What follows belongs to an exercise in optimizing a design on an open flow for a short achievable clock period and few clock cycles per item; a production flow would make more cautious choices.
Only simulation tests tie the RTL to the original design; equivalence was not proved.
Power is estimated from default activity; no workload was simulated.

===== constraint.sdc =====
create_clock -name core_clock -period 10.0 [get_ports {clk}]
set_input_delay 2.0000 -clock core_clock [delete_from_list [all_inputs] [get_ports {clk}]]
set_output_delay 2.0000 -clock core_clock [all_outputs]
set_load 0.01 [all_outputs]

===== standard.sh =====
#!/bin/bash
# synth_recipe.tcl (not shown) runs the flow's synth.tcl, then flattens the netlist and writes it again
# the make line also repeats each setting of config.mk as NAME=value (left out here)
make -C /OpenROAD-flow-scripts/flow DESIGN_CONFIG=/design/flow/config.mk WORK_HOME=/design/flow/orfs CLKGATE_MAP_FILE= SYNTH_SCRIPT=/design/flow/synth_recipe.tcl "${@:-finish}"

===== design.v =====
module wisc_pipe (
   imem_addr, dmem_addr, dmem_wdata, dmem_rd, dmem_wr, halt,
   clk, rst, imem_rdata, dmem_rdata, mem_ready
   );
   input clk;
   input rst;
   output [15:0] imem_addr;
   input [15:0]  imem_rdata;
   output [15:0] dmem_addr;
   output [15:0] dmem_wdata;
   output        dmem_rd;
   output        dmem_wr;
   input [15:0]  dmem_rdata;
   input         mem_ready;
   output        halt;
   function [11:0] pdec;
      input [15:0] w;
      reg we, br, ld, st, stu, jreg, hlt, lbi, link;
      reg [2:0] dst;
      reg [4:0] o;
      begin
         o    = w[15:11];
         br   = (o[4:2] == 3'b011);
         ld   = (o == 5'b10001);
         st   = (o == 5'b10000) | (o == 5'b10011);
         stu  = (o == 5'b10011);
         jreg = (o == 5'b00101) | (o == 5'b00111);
         hlt  = (o == 5'b00000);
         lbi  = (o == 5'b11000);
         link = (o == 5'b00110) | (o == 5'b00111);
         we   = 1'b0;
         dst  = w[7:5];
         if ((o[4:2] == 3'b010) | (o[4:2] == 3'b101) | ld) begin
            we = 1'b1; dst = w[7:5];
         end else if ((o == 5'b11001) | (o[4:1] == 4'b1101) | (o[4:2] == 3'b111)) begin
            we = 1'b1; dst = w[4:2];
         end else if (stu | lbi | (o == 5'b10010)) begin
            we = 1'b1; dst = w[10:8];
         end else if (link) begin
            we = 1'b1; dst = 3'd7;
         end
         pdec = {we, dst, br, ld, st, stu, jreg, hlt, lbi, link};
      end
   endfunction
   function [12:0] ksadd12;
      input [11:0] a, b;
      reg [11:0] g, p, gn, pn;
      integer i, d;
      begin
         g = a & b;
         p = a ^ b;
         for (d = 1; d < 12; d = d * 2) begin
            gn = g; pn = p;
            for (i = d; i < 12; i = i + 1) begin
               gn[i] = g[i] | (p[i] & g[i-d]);
               pn[i] = p[i] & p[i-d];
            end
            g = gn; p = pn;
         end
         ksadd12 = {g[11], (a ^ b) ^ {g[10:0], 1'b0}};
      end
   endfunction
   reg [15:0] pc;
   reg        stopped;           
   reg        halt_q;
   reg        d_v;               
   reg [15:0] d_ir;
   reg [15:0] d_pc2;             
   reg        d_pt;              
   reg        d_we, d_br, d_ld, d_st, d_stu, d_jreg, d_halt, d_lbi, d_link;
   reg [2:0]  d_dst;
   reg [7:0]  d_rs_oh, d_rt_oh;  
   reg        d_fxrs, d_fxrt;    
   reg        d_fwrs, d_fwrt;    
   reg        w_we;              
   reg [2:0]  w_dst;
   reg [15:0] w_val;
   reg        x_v;               
   reg        x_we;
   reg [2:0]  x_dst;
   reg        x_rd, x_wr;
   reg [15:0] x_a, x_b, x_sd, x_addr, x_eval;
   reg        x_early;           
   reg        x_addt;            
   reg        r_add, r_sub, r_xor, r_andn, r_rol, r_sll, r_ror, r_srl, r_btr,
              r_seq, r_slt, r_sle, r_sco, r_slbi, r_ev, r_ld;
   reg [15:0] rf [0:7];
   wire [16:0] xs_add = {1'b0, x_a} + {1'b0, x_b};
   wire [15:0] xs_dif = x_a + ~x_b + 16'd1;
   wire [15:0] xs_sub = ~(x_a + ~x_b);
   wire [3:0]  xsh  = x_b[3:0];
   wire [31:0] rol2 = {x_a, x_a} << xsh;
   wire [31:0] ror2 = {x_a, x_a} >> xsh;
   wire        xeq  = (x_a == x_b);
   wire        xlt  = (x_a[15] ^ x_b[15]) ? x_a[15] : xs_dif[15];
   reg  [15:0] xbtr;
   integer     k;
   always @(*) for (k = 0; k < 16; k = k + 1) xbtr[k] = x_a[15-k];
   wire [15:0] x_res =
        ({16{r_add}}  & xs_add[15:0])
      | ({16{r_sub}}  & xs_sub)
      | ({16{r_xor}}  & (x_a ^ x_b))
      | ({16{r_andn}} & (x_a & ~x_b))
      | ({16{r_rol}}  & rol2[31:16])
      | ({16{r_sll}}  & (x_a << xsh))
      | ({16{r_ror}}  & ror2[15:0])
      | ({16{r_srl}}  & (x_a >> xsh))
      | ({16{r_btr}}  & xbtr)
      | ({16{r_seq}}  & {15'b0, xeq})
      | ({16{r_slt}}  & {15'b0, xlt})
      | ({16{r_sle}}  & {15'b0, xlt | xeq})
      | ({16{r_sco}}  & {15'b0, xs_add[16]})
      | ({16{r_slbi}} & {x_a[7:0], x_b[7:0]})
      | ({16{r_ev}}   & x_eval)
      | ({16{r_ld}}   & dmem_rdata);
   wire [15:0] xp = x_a ^ x_b;
   wire [15:0] xo = x_a | x_b;
   wire        xsum_zero = r_sub ? xeq : (~xp[0] & (xp[15:1] == xo[14:0]));
   wire x_mem   = x_rd | x_wr;
   wire stall_x = x_mem & ~mem_ready;
   wire [4:0] op  = d_ir[15:11];
   wire [15:0] s5 = {{11{d_ir[4]}}, d_ir[4:0]};
   wire [15:0] z5 = {11'b0, d_ir[4:0]};
   wire [15:0] s8 = {{8{d_ir[7]}}, d_ir[7:0]};
   wire i_addi  = (op == 5'b01000);
   wire i_subi  = (op == 5'b01001);
   wire i_xori  = (op == 5'b01010);
   wire i_andni = (op == 5'b01011);
   wire i_shi   = (op[4:2] == 3'b101);
   wire i_btr   = (op == 5'b11001);
   wire i_arith = (op == 5'b11011);
   wire i_shr   = (op == 5'b11010);
   wire i_set   = (op[4:2] == 3'b111);
   wire i_slbi  = (op == 5'b10010);
   reg [15:0] rf_rs, rf_rt;
   integer j;
   always @(*) begin
      rf_rs = 16'h0000;
      rf_rt = 16'h0000;
      for (j = 0; j < 8; j = j + 1) begin
         rf_rs = rf_rs | (rf[j] & {16{d_rs_oh[j]}});
         rf_rt = rf_rt | (rf[j] & {16{d_rt_oh[j]}});
      end
   end
   wire [15:0] rs_rw = d_fwrs ? w_val : rf_rs;
   wire [15:0] rt_rw = d_fwrt ? w_val : rf_rt;
   wire [15:0] rsv = d_fxrs ? x_eval : rs_rw;    
   wire rs_late    = d_fxrs & ~x_early;
   wire br_eqne  = ~op[1];                         
   wire rs_zero  = rs_late ? xsum_zero : (rsv == 16'h0000);
   wire rs_neg   = rsv[15];
   reg  br_taken;
   always @(*) begin
      case (op[1:0])
         2'b00: br_taken = rs_zero;
         2'b01: br_taken = ~rs_zero;
         2'b10: br_taken = rs_neg;
         default: br_taken = ~rs_neg;
      endcase
   end
   wire haz_d = d_v & rs_late &
                (d_ld | d_st | d_jreg | (d_br & ~(br_eqne & x_addt)));
   wire [5:0]  agu_lo  = {1'b0, rsv[4:0]} + {1'b0, d_ir[4:0]};
   wire [10:0] agu_hi  = (agu_lo[5] & ~d_ir[4]) ? rsv[15:5] + 11'd1 :
                         (~agu_lo[5] & d_ir[4]) ? rsv[15:5] - 11'd1 :
                         rsv[15:5];
   wire [15:0] agu     = {agu_hi, agu_lo[4:0]};
   wire [8:0]  jr_lo   = {1'b0, rsv[7:0]} + {1'b0, d_ir[7:0]};
   wire [7:0]  jr_hi   = (jr_lo[8] & ~d_ir[7]) ? rsv[15:8] + 8'd1 :
                         (~jr_lo[8] & d_ir[7]) ? rsv[15:8] - 8'd1 :
                         rsv[15:8];
   wire [15:0] jr_tgt  = {jr_hi, jr_lo[7:0]};
   wire [15:0] br_tgt  = d_pc2 + s8;
   wire        br_miss = d_br & (br_taken != d_pt) & (d_ir[7:0] != 8'h00);
   wire        redir_d = d_v & ~rs_late & (br_miss | d_jreg) |
                         d_v & rs_late & d_br & br_eqne & x_addt & br_miss;
   wire [15:0] tgt_d   = d_jreg ? jr_tgt : (br_taken ? br_tgt : d_pc2);
   wire hold_d = haz_d | stall_x;
   wire [15:0] iw   = imem_rdata;
   wire [11:0] f_dec = pdec(iw);
   wire [15:0] pc2  = pc + 16'd2;
   wire        f_j  = (iw[15:13] == 3'b001) & ~iw[11];    
   wire        f_br = (iw[15:13] == 3'b011);
   wire        f_pt = f_j | (f_br & (iw[7] | iw[11]));
   wire [12:0] fb_s  = ksadd12({4'b0, pc2[7:0]}, {4'b0, iw[7:0]});
   wire [8:0]  fb_lo = fb_s[8:0];
   wire [7:0]  fb_hi = (fb_lo[8] & ~iw[7]) ? pc2[15:8] + 8'd1 :
                       (~fb_lo[8] & iw[7]) ? pc2[15:8] - 8'd1 :
                       pc2[15:8];
   wire [12:0] fj_s  = ksadd12({1'b0, pc2[10:0]}, {1'b0, iw[10:0]});
   wire [11:0] fj_lo = fj_s[11:0];
   wire [4:0]  fj_hi = (fj_lo[11] & ~iw[10]) ? pc2[15:11] + 5'd1 :
                       (~fj_lo[11] & iw[10]) ? pc2[15:11] - 5'd1 :
                       pc2[15:11];
   wire [15:0] f_tgt = f_j ? {fj_hi, fj_lo[10:0]} : {fb_hi, fb_lo[7:0]};
   wire f_go = ~stopped & ~haz_d & mem_ready;     
   always @(posedge clk) begin
      if (rst) begin
         pc      <= 16'h0000;
         stopped <= 1'b0;
         halt_q  <= 1'b0;
         d_v     <= 1'b0;
         d_fxrs  <= 1'b0;
         d_fxrt  <= 1'b0;
         d_fwrs  <= 1'b0;
         d_fwrt  <= 1'b0;
      end else begin
         if (redir_d)
            pc <= tgt_d;
         else if (f_go)
            pc <= f_pt ? f_tgt : pc2;
         if (~hold_d) begin
            d_v  <= mem_ready & ~redir_d & ~stopped & ~(d_v & d_halt);
            if (d_v & d_halt) begin
               stopped <= 1'b1;
               halt_q  <= 1'b1;
            end
         end
         if (stall_x) begin
            d_fwrs <= 1'b0;
            d_fwrt <= 1'b0;
         end else if (haz_d) begin
            d_fxrs <= 1'b0;
            d_fxrt <= 1'b0;
            d_fwrs <= d_fxrs;
            d_fwrt <= d_fxrt;
         end else begin
            d_fxrs <= d_v & d_we & (d_dst == iw[10:8]);
            d_fxrt <= d_v & d_we & (d_dst == iw[7:5]);
            d_fwrs <= x_v & x_we & (x_dst == iw[10:8]);
            d_fwrt <= x_v & x_we & (x_dst == iw[7:5]);
         end
      end
   end
   always @(posedge clk) begin
      if (~hold_d) begin
         d_ir  <= iw;
         d_pc2 <= pc2;
         d_pt  <= f_pt;
         {d_we, d_dst, d_br, d_ld, d_st, d_stu, d_jreg, d_halt, d_lbi, d_link} <= f_dec;
         d_rs_oh <= 8'b1 << iw[10:8];
         d_rt_oh <= 8'b1 << iw[7:5];
      end
   end
   always @(posedge clk) begin
      if (rst) begin
         x_v  <= 1'b0;
         x_we <= 1'b0;
         x_rd <= 1'b0;
         x_wr <= 1'b0;
         x_early <= 1'b0;
         x_addt <= 1'b0;
      end else if (~stall_x) begin
         x_v  <= d_v & ~haz_d;
         x_we <= d_v & ~haz_d & d_we;
         x_rd <= d_v & ~haz_d & d_ld;
         x_wr <= d_v & ~haz_d & d_st;
         x_early <= d_lbi | d_link | d_stu;
         x_addt  <= i_addi | i_subi | i_arith & ~d_ir[1];
      end
   end
   always @(posedge clk) begin
      if (~stall_x) begin
         x_dst  <= d_dst;
         x_addr <= agu;
         x_eval <= d_lbi ? s8 : d_link ? d_pc2 : agu;
         r_add  <= i_addi | (i_arith & d_ir[1:0] == 2'b00);
         r_sub  <= i_subi | (i_arith & d_ir[1:0] == 2'b01);
         r_xor  <= i_xori | (i_arith & d_ir[1:0] == 2'b10);
         r_andn <= i_andni | (i_arith & d_ir[1:0] == 2'b11);
         r_rol  <= (i_shi & op[1:0] == 2'b00) | (i_shr & d_ir[1:0] == 2'b00);
         r_sll  <= (i_shi & op[1:0] == 2'b01) | (i_shr & d_ir[1:0] == 2'b01);
         r_ror  <= (i_shi & op[1:0] == 2'b10) | (i_shr & d_ir[1:0] == 2'b10);
         r_srl  <= (i_shi & op[1:0] == 2'b11) | (i_shr & d_ir[1:0] == 2'b11);
         r_btr  <= i_btr;
         r_seq  <= i_set & op[1:0] == 2'b00;
         r_slt  <= i_set & op[1:0] == 2'b01;
         r_sle  <= i_set & op[1:0] == 2'b10;
         r_sco  <= i_set & op[1:0] == 2'b11;
         r_slbi <= i_slbi;
         r_ev   <= d_lbi | d_link | d_stu;
         r_ld   <= d_ld;
      end
   end
   always @(posedge clk) begin
      x_a <= d_fxrs ? x_res : rs_rw;
      x_b <= i_shi ? {12'b0, d_ir[3:0]} :
             (i_xori | i_andni) ? z5 :
             i_slbi ? {8'b0, d_ir[7:0]} :
             (i_addi | i_subi) ? s5 :
             d_fxrt ? x_res : rt_rw;
   end
   always @(posedge clk) begin
      if (~stall_x & d_st)
         x_sd <= d_fxrt ? x_res : rt_rw;
   end
   always @(posedge clk) begin
      if (rst)
         w_we <= 1'b0;
      else
         w_we <= x_we & ~stall_x;
      w_dst <= x_dst;
      w_val <= x_res;
      if (w_we)
         rf[w_dst] <= w_val;
   end
   assign imem_addr  = pc;
   assign dmem_addr  = x_addr;
   assign dmem_wdata = x_sd;
   assign dmem_rd    = x_rd;
   assign dmem_wr    = x_wr;
   assign halt       = halt_q;
endmodule

===== config.mk =====
export PLATFORM = sky130hd
export DESIGN_NAME = wisc_pipe
export DESIGN_NICKNAME = wisc_pipe
export VERILOG_FILES = /design/flow/design.v
export SDC_FILE = /design/flow/constraint.sdc
export NUM_CORES = 4
export LEC_CHECK = 0
export CAP_MARGIN = 20
export CORE_MARGIN = 2
export CORE_UTILIZATION = 40
export SLEW_MARGIN = 20

===== flow/run.sh =====
#!/bin/bash
# The standard layout (standard.sh: standard synthesis and ORFS steps),
# with two knobs changed for a faster layout; the SDC is unchanged:
#  - the port buffers are buf_4 cells (the default choice is a weak
#    delay buffer, slow on the output paths).
set -euo pipefail
bash standard.sh SETUP_SLACK_MARGIN=7 TNS_END_PERCENT=100 \
  "BUFFER_PORTS_ARGS=-buffer_cell sky130_fd_sc_hd__buf_4" finish > standard_finish.log 2>&1

==> metrics.md <==
| Metric | Value |
|---|---|
| Status | finished clean |
| Area leader, netlist | edfxtp_1 |
| CTS max path bufs | 3 |
| # rows | 84 |
| First-pass GRT wire length | between 100000 and 150000 um |
| P&R area growth vs syn | 32.2% |
| Final WL | approximately 85000 um |
| Initial antenna violation count | 1 |
| Final setup vio count | 0 |
| Worst Path Arrival | roughly 4500 ps |
| Most Frequent Cell on Critical Path | buf_4 |
| Relative slew slack | approximately 29% |
| Yosys cell types | between 90 and 100 |
| Critical path capture point type | register |
| Largest cells by area after synthesis | edfxtp_1, dfxtp_1, ha_1 |
| H-tree levels | 2 |
| Gpl congestion | between 0.9 and 1 |
| CTS Buf Count | 37 |
| Pwr dens | approximately 180 nW/um^2 |
| Share of cells above drive strength 1 | roughly a third |
| Crit path kind | in -> reg |
| Non-filler cells, final | 3158 |
| Most frequent cell after synthesis | edfxtp_1 |
| Fillers | 4517 |
| CTS tree | yes |
| N_diodes | 0 |
| Skew-Pair Late Insertion Delay | about 570 ps |
| Period utilization | between 40% and 50% |
| Routed WL per cell | 26.9 um |
| Critical path's slowest cell | fa_2 |
| # IOs | between 80 and 90 |
| DR vias/cell | about 6.3 |
| Commonest cells in the netlist | edfxtp_1, nand2_1, nor2_1, a21oi_1, a22oi_1 |
| Primary FF master, synth | edfxtp_1 |
| Max Fclk | 247 MHz |
| Worst EP required | between 10000 and 15000 ps |
| Tot Pwr | between 5 and 6 mW |
| Worst vdd ir | 0.000139 V |
| Number of global-route vias before repair | around 20000 |
| Mapped Cells | roughly 2200 |
| Syn Nets | 2332 |
| Max Slew Vio Count | 0 |
| Gr usage total | 29.6% |
| End of the worst register-to-register path | pc[13] |
| Crit start category | input pin |
| RSZ-0062 raised after global routing | true |
| Hold Crit Depth | 0 |
| R2R Path Start | d_rs_oh[0] |
| Hold Path Sink | w_dst[0] |
| Max Cap Viol | 0 |
| Core area | roughly 53000 um^2 |
| Worst-path maximum fanout | 5 |
| Drt pass-1 iters | 6 |
| Area after DPL | between 20000 and 25000 um^2 |
| Clk slew on worst S/H paths | 60 ps |
| Hold wc startpoint | x_dst[0] |
| Clk sinks | 333 |
| Final nets | between 2000 and 3000 |
| Worst-path cell chain | buf_8 > ha_4 > fa_2 > a21oi_2 > nand4b_1 > and3_4 > buf_4 > o21ai_2 > o22a_1 > buf_4 > buf_4 > nor3_1 > a21oi_1 > xnor2_1 > o211ai_1 > a21oi_1 |
| Hold_buf cts | 0 |
| Post-synth EDFFs | around 250 |
| Leakage | about 11 nW |
| Minimum clock period | 4050 ps |
| Largest net degree at the start of global routing | 51 |
| Type of the tightest min-delay check | reg -> reg |
| Area occupied by multi-input gates | about 13000 um^2 |
| Sequential area share after synthesis | a little over two fifths |
| Avg Cell Area, Syn | 9.75 um^2 |
| Placed Cells | between 2000 and 3000 |
| Clock Skew | between 20 and 30 ps |
| Post-synth ARST share | 0% |
| Setup TNS | 0 ps |
| PortBufs | 85 |
| Design Area, Final | approximately 28000 um^2 |
| Yosys reg bits | between 300 and 400 |
| DRT iter0 DRCs | about 2700 |
| Crit-path max cell delay | 340 ps |
| Die Y | 236 um |
| Hold Fails Final Rpt | 0 |
| Worst-margin pin slew | between 1000 and 1500 ps |
| Reg area | about 9300 um^2 |
| Post-Syn Area | between 20000 and 25000 um^2 |
| Clock root buffer | clkbuf_16 |
| R2R setup slack | slightly above 6000 ps |
| Yosys warning count | 1 |
| Post-DP HPWL | 53800 um |
| # DRC | 0 |
| Remaining Overflow, GRT | 0 |
| Antenna-violating nets left | 0 |
| DIE AREA | 55500 um^2 |
| R2R depth | 16 |
| Initial core utilization | 40.7% |
| Yosys top cell area share | a little over a third |
| Die width | around 240 um |
| Via count | around 20000 |
-- cell families after synthesis --
group | synth area share [%]
buf+inv | 4.99
xor+xnor | 4.59
compound gates | 21.3
mux | 5.96
flops | 42.8
fa+ha+maj | 5.77
simple gates | 14.5
-- metrics by stage --
stage,hold slack [ps],util (%),setup slack (ps)
6_report,462,53.8,5950
5_1_grt,477,53.8,5800
4_1_cts,464,52.5,6030
3_5_place_dp,448,43.7,4890
3_3_place_gp,444,43.7,5030
2_1_floorplan,407,-,5750
-- layout by cell type, fill, tap and decap left out, drive strengths merged, types with 12 or more instances in the layout --
cell type	synthesis	final
buf	45	350
edfxtp	253	253
nand2	165	165
nor2	158	158
a21oi	152	152
a22oi	149	149
o21ai	106	106
inv	99	97
ha	91	91
dfxtp	80	80
mux2i	76	76
xnor2	62	62
clkbuf	113	51
xor2	48	48
nand4	47	47
nand3	47	47
nor3	47	47
a21o	31	31
nand2b	28	28
o211ai	24	24
nor2b	22	22
and2	19	22
a211oi	22	22
a31oi	20	21
and3	20	20
or3	19	19
a221oi	19	19
o22ai	16	16
mux4	16	16
mux2	14	14
a222oi	13	13
o21a	13	13
nor4	13	13
nor3b	12	12
-- per-layer routing --
layer | global-route usage (%) | wire length [um] | vias up
met5 | 0 | 13 | -
met3 | 5.43 | 7550 | 259
li1 | - | - | 8831
met4 | 15.4 | 4730 | 2
met2 | 47.2 | 38400 | 1186
met1 | 38.4 | 34200 | 9758
-- final cells by class --
class                           instances  share of cell area (%)
Clock buffer                           51                    3.59
Timing Repair inverter                  1                  0.0265
Sequential cell                       333                    32.9
Timing Repair Buffer                  352                    12.0
Clock inverter                         16                   0.666
Inverter                              100                    1.46
Tap cell                              688                    3.03
Multi-Input combinational cell       1617                    46.4
-- power by group --
group,internal [mW],switching (mW),total (mW)
Clock,0.799,0.571,1.37
Sequential,1.65,0.190,1.84
Combinational,0.843,1.04,1.88
-- worst max-delay path by stage --
stage	slack (ps)	to	cells after the start	startpoint
5_1_grt	5800	pc[15]	13	imem_rdata[0]
3_5_place_dp	4890	pc[8]	13	x_b[2]
6_report	5950	pc[13]	16	imem_rdata[0]
4_1_cts	6030	pc[15]	13	imem_rdata[0]
3_3_place_gp	5030	pc[8]	13	x_b[2]
2_1_floorplan	5750	pc[15]	13	imem_rdata[0]
-- critical path: cells and delay by family --
| family | cells | cell delay [ps] |
|---|---|---|
| adders and majority gates | 2 | 490 |
| and+or+nand+nor | 3 | 520 |
| AOI/OAI and AO/OA | 6 | 800 |
| xor gates and xnor gates | 1 | 180 |
| buffers and inverters | 4 | 490 |
-- registers in the layout, summed over array words and instances (netlist names), 3 cells and up --
name	count
d_ir	13
w_dst	3
d_pc2	16
x_b	16
x_dst	3
x_a	16
w_val	16
pc	16
x_eval	16
x_sd	16
d_rs_oh	8
d_rt_oh	8
d_dst	3
x_addr	16
rf	128
-- what timing repair did --
| item | 4_1_cts | 5_1_grt |
|---|---|---|
| setup buffers | 195 | 32 |
| resized for setup | 406 | 95 |
| gates cloned | 11 | 0 |
| pin swaps | 140 | 75 |
| endpoints found under the hold margin | 0 | 0 |
| setup endpoints to repair | 228 | 157 |
Testbench counts, summed over its fixed seeds: cycles 42,736, instrs 39,926.

==> static timing again, ports no longer ideal <==
In the flow no input, the clock included, has a driving cell. The finished layout below was timed again as built, in two steps. Step 1 (the two cells are an assumption about what drives the block):
set clk [get_ports {clk}]
set_driving_cell -lib_cell sky130_fd_sc_hd__clkbuf_16 $clk
set_driving_cell -lib_cell sky130_fd_sc_hd__buf_2 [delete_from_list [all_inputs] $clk]
Step 2 adds t to the input delays and takes it off the output delays; t is the mean of the earliest and latest rising clock arrival at the registers after step 1. Input paths then give back, and output paths get back, about the clock's delay inside the block. a / b / c = no drivers / after step 1 / after step 2; a / b = the first two.
shift t [ns]: 0.609
setup slack, ns: 5.951 / 5.966 / 5.357
worst setup path after step 2: input to register
latest minus earliest clock arrival (ns): 0.029 / 0.029
worst slew at a driven data input, ns: 0.06
After both steps this run still meets setup and hold. For this run, drivers alone change the setup slack by +0.015 ns; drivers and shift together by -0.594 ns.
